Background: an optimization exercise with open tools, aiming at small area. Do not read the settings as production practice. In this exercise RTL edits were held to simulation tests only and were not proved equivalent to the original. Power is estimated from default activity; no workload was simulated.

File: design/flow/run.sh
#!/bin/bash
# synth_recipe.tcl (not shown) runs the flow's synth.tcl, then flattens the netlist and writes it again
# the make line also repeats each setting of config.mk as NAME=value (left out here)
make -C /OpenROAD-flow-scripts/flow DESIGN_CONFIG=/design/flow/config.mk WORK_HOME=/design/flow/orfs CLKGATE_MAP_FILE= SYNTH_SCRIPT=/design/flow/synth_recipe.tcl finish
File: design/flow/config.mk
export PLATFORM = sky130hd
export DESIGN_NAME = iic_if
export DESIGN_NICKNAME = iic_if
export VERILOG_FILES = /design/flow/design.v
export SDC_FILE = /design/flow/constraint.sdc
export NUM_CORES = 4
export LEC_CHECK = 0
export CAP_MARGIN = 20
export CORE_MARGIN = 2
export CORE_UTILIZATION = 40
export SLEW_MARGIN = 20
File: design/flow/constraint.sdc
create_clock -name core_clock -period 5.0 [get_ports {MCK}]
set_input_delay 1.0000 -clock core_clock [delete_from_list [all_inputs] [get_ports {MCK}]]
set_output_delay 1.0000 -clock core_clock [all_outputs]
set_load 0.01 [all_outputs]
File: design/flow/design.v
module		iic_if
(
	input			RSTN,
	input			MCK,
	input			iSCL,
	input			iSDA,
	output	reg		SDO,				 
	input	[ 6:0]	SLAVE,				 
	input	[ 3:0]	SDO_MARGIN,			 
	output	reg		SLAVE_EN,
	input	[31:0]	MDO,
	output	[15:0]	MAD,
	output	[31:0]	MDI,
	output	[31:0]	MBE,
	output			MWE,
	output			MRE
);
	reg				SCL;
	always @(posedge MCK or negedge RSTN) begin
		if(!RSTN)			SCL <= 1'd1;
		else				SCL <= iSCL;
	end
	reg				SDA;
	always @(posedge MCK or negedge RSTN) begin
		if(!RSTN)			SDA <= 1'd0;
		else				SDA <= iSDA;
	end
	reg				SCL_Q;
	always @(posedge MCK or negedge RSTN) begin
		if(!RSTN)			SCL_Q <= 1'd1;
		else				SCL_Q <= SCL;
	end
	reg				SDA_Q;
	always @(posedge MCK or negedge RSTN) begin
		if(!RSTN)			SDA_Q <= 1'd0;
		else				SDA_Q <= SDA;
	end
	wire			SCL_RE = SCL & ~SCL_Q;		 
	wire			SCL_FE = ~SCL & SCL_Q;		 
	wire			SDA_RE = SDA & ~SDA_Q;		 
	wire			SDA_FE = ~SDA & SDA_Q;		 
	reg				SP_T1;
	always @(posedge MCK or negedge RSTN) begin
		if(!RSTN)		SP_T1 <= 1'd0;
		else if(SDA_FE) begin
			if(SCL)	SP_T1 <= 1'd1;
			else			SP_T1 <= 1'd0;
		end
	end
	reg				SP_T2;
	always @(posedge MCK or negedge RSTN) begin
		if(!RSTN)		SP_T2 <= 1'd0;
		else if(SCL_RE) begin
			SP_T2 <= SP_T1;
		end
	end
	wire			SP = SP_T1 & ~SP_T2;
	reg				EP;
	always @(posedge MCK or negedge RSTN) begin
		if(!RSTN)		EP <= 1'd1;
		else if(SDA_RE) begin
			if(SCL)	EP <= 1'd1;
			else			EP <= 1'd0;
		end
	end
	wire			SDA_EN = ~EP | SP_T1;
	reg		[ 3:0]	SDA_CNT;			 
	wire			SDA_CNT_RS = SDA_CNT == 4'h8;
	always @(posedge MCK or negedge RSTN) begin
		if(!RSTN)			SDA_CNT <= 4'h0;
		else if(SCL_RE) begin
			if(SP)			SDA_CNT <= 4'h0;
			else if(SDA_EN)		begin
				if(SDA_CNT_RS)	SDA_CNT <= 4'h0;
				else			SDA_CNT <= SDA_CNT + 4'h1;
			end
			else 				SDA_CNT <= 4'h0;
		end
	end
	wire			SDA_CNTE = SDA_CNT == 4'd7;
	reg		[ 2:0]	DCNT;				 
	wire			DCNT_INC = SDA_CNT_RS & (~&DCNT);
	always @(posedge MCK or negedge RSTN) begin
		if(!RSTN)			DCNT <= 3'd0;
		else if(SCL_RE) begin
			if(SP)			DCNT <= 3'd0;
			else if(DCNT_INC)	DCNT <= DCNT + 3'd1;
		end
	end
	reg		[ 7:0]	SDA_SFT;			 
	always @(posedge MCK or negedge RSTN) begin
		if(!RSTN)			SDA_SFT <= 8'hFF;
		else if(SCL_RE) begin
			if(~SDA_CNTE)	SDA_SFT <= {SDA_SFT[6:0], SDA};
		end
	end
	wire			ID_OK_T = SDA_SFT[7:1] == SLAVE;
	reg				ID_OK_T2;				 
	wire			SDA_SFT1_CT = SDA_CNTE & (DCNT == 3'd0);
	always @(posedge MCK or negedge RSTN) begin
		if(!RSTN)			ID_OK_T2 <= 1'd0;
		else if(SCL_RE) begin
			if(SDA_SFT1_CT)ID_OK_T2 <= ID_OK_T;
			else if(SP)			ID_OK_T2 <= 1'd0;
		end
	end
	wire			ID_OK = ID_OK_T2 | (SDA_SFT1_CT&ID_OK_T);	 
	reg				RW;					 
	wire			RW_END = RW & SDA_CNTE & SDA;
	always @(posedge MCK or negedge RSTN) begin
		if(!RSTN)			RW <= 1'd0;
		else if(SCL_RE) begin
			if(SDA_SFT1_CT)RW <= SDA_SFT[0];
			else if(RW_END)		RW <= 1'd0;
		end
	end
	reg				RW_1D;				 
	always @(posedge MCK or negedge RSTN) begin
		if(!RSTN)			RW_1D <= 1'd0;
		else if(SCL_RE) begin
			RW_1D <= RW;
		end
	end
	reg		[15:0]	SDA_SFT2;			 
	wire			ADDR_EN = (DCNT == 3'd1) | (DCNT == 3'd2);
	wire			SDA_SFT2_CT = SDA_CNTE & ADDR_EN;
	always @(posedge MCK or negedge RSTN) begin
		if(!RSTN)			SDA_SFT2 <= 16'd0;
		else if(SCL_RE) begin
			if(SDA_SFT2_CT)SDA_SFT2 <= {SDA_SFT2[7:0],SDA_SFT};
		end
	end
	wire	[15:0]	MAD_T = SDA_SFT2;
	reg		[31:0]	SDA_SFT3;			 
	wire			DATA_EN = DCNT >= 3'd3;
	wire			SDA_SFT3_CT = SDA_CNTE & DATA_EN & (~RW);
	always @(posedge MCK or negedge RSTN) begin
		if(!RSTN)			SDA_SFT3 <= 32'd0;
		else if(SCL_RE) begin
			if(~SDA_EN)	SDA_SFT3 <= 32'hFFFFFFFF;
			else if(SDA_SFT3_CT)SDA_SFT3 <= {SDA_SFT, SDA_SFT3[31:8]};
		end
	end
	wire	[31:0]	MDI_T = {32{~RW}} & SDA_SFT3;
	wire			WEN_T1 = DCNT == 3'd6;
	wire			WEN_T2 = SDA_CNT_RS & ~RW_1D & ID_OK;
	wire			WEN = WEN_T1 & WEN_T2;
	reg		[ 3:0]	MWE_T1;				 
	always @(posedge MCK or negedge RSTN) begin
		if(!RSTN)			MWE_T1 <= 4'd0;
		else if(WEN)		MWE_T1 <= {MWE_T1[2:0], 1'd1};
		else if(EP)			MWE_T1 <= {MWE_T1[2:0], 1'd0};
	end
	wire			MWE_T = ~MWE_T1[2] & MWE_T1[3];
	reg				MWE8;				 
	always @(posedge MCK or negedge RSTN) begin
		if(!RSTN)			MWE8 <= 1'd0;
		else				MWE8 <= MWE_T;
	end
	wire			MRE_T0 = (DCNT >= 2'd1) & RW_1D & ID_OK;
	wire			MRE_T1 = SDA_CNT_RS & MRE_T0;
	reg		[ 5:0]	MRE_T2;				 
	always @(posedge MCK or negedge RSTN) begin
		if(!RSTN)			MRE_T2 <= 6'd0;
		else 				MRE_T2 <= {MRE_T2[4:0], MRE_T1};
	end
	wire			MRE_T = MRE_T2[4] & ~MRE_T2[5];
	wire			MREN_T0 = (DCNT == 2'd0) & RW & ID_OK;
	wire			MREN_T1 = SDA_CNT_RS & MREN_T0;
	reg		[ 3:0]	MREN_T2;				 
	always @(posedge MCK or negedge RSTN) begin
		if(!RSTN)			MREN_T2 <= 4'd0;
		else 				MREN_T2 <= {MREN_T2[2:0], MREN_T1};
	end
	wire			MREN_T = MREN_T2[2] & ~MREN_T2[3];
	wire			ADEN_T = DCNT == 2'd2;
	wire			ADEN = ADEN_T & SDA_CNT_RS & ID_OK & ~RW_1D;
	reg		[ 3:0]	ADE_T1;				 
	always @(posedge MCK or negedge RSTN) begin
		if(!RSTN)			ADE_T1 <= 4'd0;
		else 				ADE_T1 <= {ADE_T1[2:0], ADEN};
	end
	wire			ADE = ADE_T1[2] & ~ADE_T1[3];
	reg				MRE8;				 
	always @(posedge MCK or negedge RSTN) begin
		if(!RSTN)			MRE8 <= 1'd0;
		else				MRE8 <= (MREN_T) & RW ;
	end
	reg		[15:0]	MAD16;				 
	always @(posedge MCK or negedge RSTN) begin
		if(!RSTN)			MAD16 <= 16'd0;
		else if(ADE)		MAD16 <= MAD_T;
	end
	reg		[31:0]	MDI32;				 
	always @(posedge MCK or negedge RSTN) begin
		if(!RSTN)			MDI32 <= 32'd0;
		else if(MWE_T)		MDI32 <= MDI_T;
	end
	reg		[15:0]	MAD16_1D;
	reg		[31:0]	MDI32_1D;
	reg				MWE_TMP;
	always@(posedge MCK or negedge RSTN) begin
		if(!RSTN)	 	MWE_TMP <= 1'h0;
		else			MWE_TMP <= MWE8;
	end
	reg				MRE_TMP;
	always@(posedge MCK or negedge RSTN) begin
		if(!RSTN)	 	MRE_TMP <= 1'h0;
		else			MRE_TMP <= MRE8;
	end
	always@(posedge MCK or negedge RSTN) begin
		if(!RSTN)	 			MAD16_1D <= 16'hFFff;
		else if(MWE8 | MRE8)	MAD16_1D <= MAD16;
	end
	always@(posedge MCK or negedge RSTN) begin
		if(!RSTN)	 			MDI32_1D <= 32'hFFFFFFff;
		else if(MWE8 | MRE8)	MDI32_1D <= MDI32;
	end
	assign			MAD = 	MAD16_1D;
	assign			MDI = 	MDI32_1D;
	assign			MBE = 	{32{MWE_TMP}};
	assign			MWE = 	MWE_TMP;
	assign			MRE = 	MRE_TMP;
	reg		[31:0]	MDO32;
	always @(posedge MCK or negedge RSTN) begin
		if(!RSTN)			MDO32 <= 32'd0;
		else if(MRE)		MDO32 <= MDO;
		else if(MRE_T)		MDO32 <= {8'd0,MDO32[31:8]};
	end
	wire	[ 7:0]	MDO8 = MDO32[7:0];
	reg		[ 7:0]	SDO_SFT;			 
	wire			REN_T = RW & (~SDA_CNTE);
	wire			REN = ID_OK & REN_T;
	always @(posedge MCK or negedge RSTN) begin
		if(!RSTN)			SDO_SFT <= 8'hFF;
		else if(SCL_FE) begin
			if(SDA_CNT_RS)	SDO_SFT <= MDO8;
			else if(REN)		SDO_SFT <= {SDO_SFT[6:0], 1'd1};
		end
	end
	wire			ACK_T1 = (~RW) & SDA_EN & SDA_CNTE;
	wire			ACK_T2 = ACK_T1 & ID_OK;
	reg				ACK;
	always @(posedge MCK or negedge RSTN) begin
		if(!RSTN)			ACK <= 1'd0;
		else if(SCL_FE) begin
			ACK <= ACK_T2;
		end
	end
	reg				REN_NT;
	always @(posedge MCK or negedge RSTN) begin
		if(!RSTN)			REN_NT <= 1'd0;
		else if(SCL_FE) begin
			REN_NT <= REN;
		end
	end
	wire			REN_N = REN_NT & ~EP;
	wire			SDO_T = SDO_SFT[7];
	wire			SDO_T2 = 	REN_N ? SDO_T :
								ACK ? 1'd0 : 1'd1;
	reg		[17:0]	SDO_D;
	always @(posedge MCK or negedge RSTN) begin
		if(!RSTN)			SDO_D <= 18'h3FFFF;
		else 				SDO_D <= {SDO_D[16:0],SDO_T2};
	end
	wire			SDO_DT = 	(SDO_MARGIN == 4'h0) ? SDO_D[2]  :
								(SDO_MARGIN == 4'h1) ? SDO_D[3]  :
								(SDO_MARGIN == 4'h2) ? SDO_D[4]  :
								(SDO_MARGIN == 4'h3) ? SDO_D[5]  :
								(SDO_MARGIN == 4'h4) ? SDO_D[6]  :
								(SDO_MARGIN == 4'h5) ? SDO_D[7]  :
								(SDO_MARGIN == 4'h6) ? SDO_D[8]  :
								(SDO_MARGIN == 4'h7) ? SDO_D[9]  :
								(SDO_MARGIN == 4'h8) ? SDO_D[10] :
								(SDO_MARGIN == 4'h9) ? SDO_D[11] :
								(SDO_MARGIN == 4'hA) ? SDO_D[12] :
								(SDO_MARGIN == 4'hB) ? SDO_D[13] :
								(SDO_MARGIN == 4'hC) ? SDO_D[14] :
								(SDO_MARGIN == 4'hD) ? SDO_D[15] :
								(SDO_MARGIN == 4'hE) ? SDO_D[16] : SDO_D[17];
	always @(posedge MCK or negedge RSTN) begin
		if(!RSTN)			SDO <= 1'd1;
		else 				SDO <= SDO_DT;
	end
	always @(posedge MCK or negedge RSTN) begin
		if(!RSTN)			SLAVE_EN <= 1'd0;
		else if(SCL_FE) begin
			SLAVE_EN <= (REN_T|ACK_T1)&(~ID_OK);
		end
	end
endmodule
==> results.ini <==
[clocking]
cts_resized = 0
clock_latency_ns = 0.53
root_buffer = clkbuf_16
numClockSinks = 253
ctsHoldBuffers = 0
postCtsSetupBuffers = 0
clkSlewWorstSetupHoldPaths_ns = 0.06
clock_path_buffers = 3
h-tree-depth = 1
numCtsBuffers = 27
cts_tree = built

[placement]
dp_hpwl_um = 12490
portBuffers = 130
placed_cells = 1192
gp_congestion = 0.7497

[synthesis]
synth_seq_cells = 253
synthTopCellsByArea = dfrtp_1, dfstp_2, mux2_2
ys_seq_area_frac = 0.6247
syn_area_um2 = 10310
synth_most_common_cell = dfrtp_1
synth.largest_area_cell = dfrtp_1
syn_nets = 858
synth_cells = 803
async_flop_share = 1.000
synth_flop_cell = dfrtp_1
synthDistinctLibCells = 46
synth_common_cells = dfrtp_1, nand2_1, mux2_2, dfstp_2, o21ai_0
yosysWarnings = 1
syn_avg_cell_area_um2 = 12.83
synth_top_area_share = 0.4055
synth_edf_count = 0

[setup_path]
r2r_slack_ns = 2.54
path_delay_family = flip-flops
worstPathCellList = clkdlybuf4s50_1
path_class = register to output pin
crit_required_ns = 4.00
crit_fanout = 33
setup.worst_path.end = MBE[2]
end_kind = output pin
cp.arrival_ns = 2.03
r2r-end = SDA_SFT3[22]
r2r_cells = 4
worstReg2RegStart = SCL
slowest_stage = dfrtp_1
start_kind = register
crit_cells = 1
worst-path-buf-inv = 1
slowest_delay_ns = 0.83
worstSetupStartpoint = MWE_TMP

[timing]
finalWorstPathRequiredPeriod_ns = 3.035
maxSlewHeadroom = 0.3812
max_freq_mhz = 329.5
drv_slew = 0
worst_slew_pin_slew_ns = 0.9282
period_share = 0.6070
hold_viol = 0
finClkSkew_ns = 0.01324
final.setup.tns_ns = 0
fin_hold_ws_ns = 0.3473
rsz0062_at_grt = false
finalSetupViolations = 0

[global_routing]
grtUsageMet3 = 0.03240
grt_util_all_layers = 0.1461
grt_pass1_wl_um = 32100
grt_max_degree = 114
met2_usage = 0.2440
met1_usage = 0.1949
grt-busiest-layer = met2
overflow = 0
antenna_found_initial = 0
grt_pass1_vias = 6211

[routing]
dr.pass1.iters = 4
vias = 6079
totalWireLength_um = 18950
detail_route.iter0.violations = 322
final_antenna_net_count = 0
drc_errors = 0
via_per_inst = 4.891
routedWlPerCell_um = 15.25

[power_and_ir_drop]
p_int_w = 0.003581
vdd_drop_max_mv = 0.2317
pwr-share-clk = 0.411
swShare = 0.2403
p_leak_nw = 5.474
p_switching_w = 0.001133
power_density_nw_per_um2 = 375.6
power_frac_seq = 0.496
power_frac_comb = 0.092

[die]
die_w_um = 164.5
row_count = 58
dieArea_um2 = 27070
die-height_um = 164.5
start_util = 0.4081
io_pins = 131
design.core.area_um2 = 25250

[cells_and_area]
multi_input_area_um2 = 3407
instances_no_fill = 1243
fillCellCount = 2275
diodes = 0
nNetsFinal = 947
drive_gt1_frac = 0.2694
syn2layout_area_growth_pct = 21.77
register_area_um2 = 6440

[flow_run]
maxCapViolations = 0

[status]
status = complete, no violations

[hold_path]
hp-class = register to register

[state kept, by name, summed over array words and instances, names as in the netlist, 6 cells and up]
register,flops
MDI32_1D,32
MDO32,32
SDO_D,18
MDI32,32
MAD16_1D,16
MRE_T2,6
SDA_SFT3,32
SDA_SFT2,16
SDA_SFT,8
MAD16,16
SDO_SFT,8
[power by group through the flow]
stage	logic [W]	clock network, W	registers (W)
after floorplan	0.000305	0	0.00231
after global routing	0.000502	0.00209	0.00236
after global placement	0.000436	0	0.00237
after detailed placement	0.000444	0	0.00238
after CTS	0.000445	0.00200	0.00234
final	0.000436	0.00194	0.00234
[metal layers]
metal  vias up  wire length [um]  share of wire
met5         -                 0              0
met4         0               323          0.017
met3        22               976          0.051
met2       121              9057           0.48
met1      3017              8597           0.45
li1       2919                 -              -
[final cells by class]
class	instances	area share
clock inverter	5	0.004287
timing repair buffer	138	0.1102
multi-input combinational	464	0.2715
clock buffer	45	0.06560
inverter	8	0.002393
tap	330	0.03290
sequential	253	0.5132
[cells in the final DEF (no fill, tap or decap), types with 7 or more instances in the layout]
cell type | netlist | final
xor2_1 | 7 | 7
o21ai_0 | 80 | 80
clkbuf_8 | 0 | 8
mux2i_1 | 28 | 28
o22a_1 | 32 | 32
ha_1 | 8 | 8
clkdlybuf4s50_1 | 0 | 129
dfrtp_1 | 167 | 166
clkbuf_16 | 0 | 27
mux2_2 | 98 | 98
nand2_1 | 107 | 107
nor2b_1 | 9 | 9
dfstp_2 | 86 | 86
nand2b_1 | 38 | 36
clkbuf_1 | 28 | 10
inv_1 | 8 | 8
[logic make-up (layout without fill, tap and decap cells)]
group / Yosys count / in the layout / share of synthesized area
AO/OA/AOI/OAI: 132 / 132 / 0.08061
multiplexers: 130 / 130 / 0.1419
XOR/XNOR: 7 / 7 / 0.005949
flip-flops: 253 / 253 / 0.6247
buffers and inverters: 86 / 196 / 0.04638
AND/OR/NAND/NOR: 187 / 187 / 0.09069
adder cells (fa/ha/maj): 8 / 8 / 0.009713
[metrics by stage]
stage	total power, W	setup slack, ns	cell area, um2	utilization
after global routing	0.004954	1.768	12550	0.4969
after global placement	0.002810	2.228	11650	0.4615
after detailed placement	0.002823	2.175	11650	0.4615
final	0.004714	1.965	12550	0.4969
after CTS	0.004788	1.883	12530	0.4962
after floorplan	0.002613	2.810	10310	-
[how the worst min path moves through the flow]
stage,start,end,slack [ns],cells after the start
detailed placement,MRE_T2[3],MRE_T2[4],0.34,0
global placement,MRE_T2[1],MRE_T2[2],0.33,0
global route,SDO_D[1],SDO_D[2],0.36,0
finish,MRE_T2[3],MRE_T2[4],0.35,0
floorplan,ADE_T1[0],ADE_T1[1],0.33,0
CTS,MRE_T2[3],MRE_T2[4],0.35,0

-- port drivers added, routing unchanged --
How much do the figures lean on ideal ports? The routed layout below was timed once more, with nothing changed but the port constraints.
Step 1 assumes that a clkbuf_16 drives the clock port and a buf_2 every other input.
Step 2 also shifts input and output timing later by t, the mid clock arrival at the registers, as if the neighbouring blocks saw the same clock.
a / b / c = no drivers / after step 1 / after step 2; a / b = the first two.
t (ns): 0.564
setup slack, ns: 1.965 / 1.923 / 2.231
hold WS [ns]: 0.347 / 0.347 / 0.347
slew at the worst register clock pin (ns): 0.06 / 0.06
After both steps setup and hold are still met in this run. The setup slack of this run moves by -0.042 ns with the drivers and by +0.266 ns with both steps.
